This design comes from an exercise in tuning for small area on the open sky130 flow, not from production work. The RTL was checked by simulation tests, not by an equivalence proof against the original design.

Setup of 11-05:
Design adc_to_fifo, start of the top module:
module adc_to_fifo(
    input wire clk,
    input wire rst,
    input wire ready,
    input wire [15:0] i_xadc,
    input wire i_dig,
    output reg [7:0] data_in,
    output reg write,
    input wire almost_full
    );
    reg [3:0] state;
    reg [11:0] adc_sample;
    reg [11:0] wave_sample;
    reg t_zero;
    reg [11:0] t_mean;
    reg [8:0] t_std;
    reg [2:0] dig_sync;
    wire r_zero;
    wire [11:0] r_mean;
    wire [8:0] r_std;
    wire take;
    processing processing (
        .clk(clk),
        .reset(rst),
        .ready(ready),
        .x(i_xadc[15:4]),
        .r_zero(r_zero),
        .r_mean(r_mean),
        .r_std(r_std),
        .take(take)
    );
    always @(posedge clk) begin
        dig_sync <= {dig_sync[1:0], i_dig};
        if (state == 4'd0 && ready)
            wave_sample <= take ? i_xadc[15:4] : 12'd0;
        if (state == 4'd1) begin
            adc_sample <= i_xadc[15:4];
            t_zero <= r_zero;
            t_mean <= r_mean;
            t_std <= r_std;
        end
    end
    always @(posedge clk) begin
        if (rst) begin
            state <= 0;
            write <= 0;
        end else begin
            write <= (state >= 4'd2) && !almost_full;
            if (state == 4'd0) begin
                if (ready) state <= 4'd1;
            end else if (state == 4'd1) begin
                state <= 4'd2;
            end else if (!almost_full) begin
                state <= (state == 4'd12) ? 4'd0 : state + 4'd1;
            end
  ...
Size in the first run: ~2900 cells after synthesis, about 1200 flip-flops, ~30 I/O pins.
export LEC_CHECK = 0
export ABC_AREA = 1
export CAP_MARGIN = 0
export CORE_MARGIN = 2
export CORE_UTILIZATION = 75
export CTS_BUF_LIST = sky130_fd_sc_hd__clkbuf_8
export CTS_CLUSTER_DIAMETER = 45
export CTS_CLUSTER_SIZE = 20
export PLACE_DENSITY = 0.85
export SLEW_MARGIN = 0
create_clock -name core_clock -period 14.0 [get_ports {clk}]
run.sh (not shown) runs the stock make flow with config.mk's settings and CLKGATE_MAP_FILE= SYNTH_SCRIPT=/design/flow/synth_recipe.tcl, a recipe that flattens the netlist after the stock synthesis.
11-05 finished every step from synthesis to the final layout, and the layout passed the timing, design-rule and antenna checks.
Input-level comparison between 08-01 and 11-05:
==> flow/config.mk <==
export PLATFORM = sky130hd
export DESIGN_NAME = adc_to_fifo
export DESIGN_NICKNAME = adc_to_fifo
export VERILOG_FILES = /design/flow/design.v
export SDC_FILE = /design/flow/constraint.sdc
export NUM_CORES = 4
export LEC_CHECK = 0
export ABC_AREA = 1
export CAP_MARGIN = 0
export CORE_MARGIN = 2
export CORE_UTILIZATION = 60
export CTS_BUF_LIST = sky130_fd_sc_hd__clkbuf_8
export CTS_CLUSTER_DIAMETER = 75
export CTS_CLUSTER_SIZE = 18
export PLACE_DENSITY = 0.7
export SLEW_MARGIN = 0
Notes after the runs:
- 08-01 ended up with met4 as its top layer used by detailed routing; 11-05 ended up with met5.
- nor2_2 as the slowest library cell on the worst path was reported by 11-05, and clkdlybuf4s50_1 by 08-01.
- Compared with 11-05, in 08-01 smallest setup slack after layout went up by 0.55 ns; number of pins exceeding their max-slew limit in the final report shows no meaningful change; synthesized cell count closely matched the old numbers; non-clock buffer count shrank by 6.7%.
- 08-01 vs. 11-05: setup clock skew after layout moved up; number of global-route vias before repair shrank by 8.6%; cell area went down; number of tap instances moved up.
- 08-01 completed end to end with timing, DRC and antenna clean.

========
## quartz
Starting RTL as in the previous note.
make LEC_CHECK=0 ABC_AREA=1 CAP_MARGIN=0 CORE_MARGIN=2 CORE_UTILIZATION=60 CTS_BUF_LIST=sky130_fd_sc_hd__clkbuf_8 CTS_CLUSTER_DIAMETER=60 CTS_CLUSTER_SIZE=18 PLACE_DENSITY=0.7 SLEW_MARGIN=0 finish   # period 14.0 ns
Input-level comparison between nickel and quartz:
- CTS_CLUSTER_DIAMETER now 75, was 60
- GPL_TIMING_DRIVEN now 0, previously not set
- GPL_ROUTABILITY_DRIVEN now 0, previously not set
### Flow results
Summary of nickel over quartz: largest net degree at the start of global routing -113; minimum clock period after layout +0.91 ns; required time of the critical path +0.05 ns; cell count after placement +1.6%.
Taking quartz as the reference, in nickel cell area reported after detailed placement picked up an extra about 1.3%, arrival time reported for the critical path endpoint climbed 0.96 ns, total CTS buffers went down.
Input-level comparison between maple and nickel:
- a deleted GPL_ROUTABILITY_DRIVEN that had been 0
==> run notes <==
- As far as share of layout cells above drive strength 1 is concerned, nickel and maple perform about the same.
- Looking at maximum frequency, maple sits about 2% below nickel.
- Worst path setup slack after routing is lower on maple
- [compare] base=nickel new=maple: post-route clock period utilization shows an increase of 1.8 points; routed metal-1 wire length higher; utilization flat; die area has remained practically unchanged.
- Compared maple against nickel; area growth from synthesis to final layout within noise.

[afterwards: timing with drivers on the ports]
Ports are ideal in the flow. The routed layouts listed here were re-timed in OpenROAD. Step 1 assumes that a clkbuf_16 drives the clock port and a buf_2 every other input. Step 2 adds t to the input delays and takes it off the output delays; t is the mean of the earliest and latest rising clock arrival at the registers after step 1. Input paths then give back, and output paths get back, about the clock's delay inside the block. Slacks: no drivers / after step 1 / after step 2; pairs: no drivers / after step 1.
run	shift t [ns]	slack for setup (ns)	worst setup path after step 2	latest minus earliest clock arrival (ns)	worst data-port slew with drivers (ns)
11-05	0.812	1.357 / 1.357 / 1.135	input to register	0.062 / 0.061	0.04
08-01	0.754	1.912 / 1.940 / 1.185	input to register	0.069 / 0.069	0.05
quartz	0.784	1.921 / 1.949 / 1.165	input to register	0.053 / 0.053	0.05
nickel	0.763	1.006 / 1.045 / 0.282	input to register	0.065 / 0.064	0.11
maple	0.778	0.747 / 0.781 / 0.002	input to register	0.045 / 0.045	0.11
After both steps setup and hold are still met in every run listed. The setup slack of quartz, which loses most, moves by +0.028 ns with the drivers and by -0.756 ns with both steps.
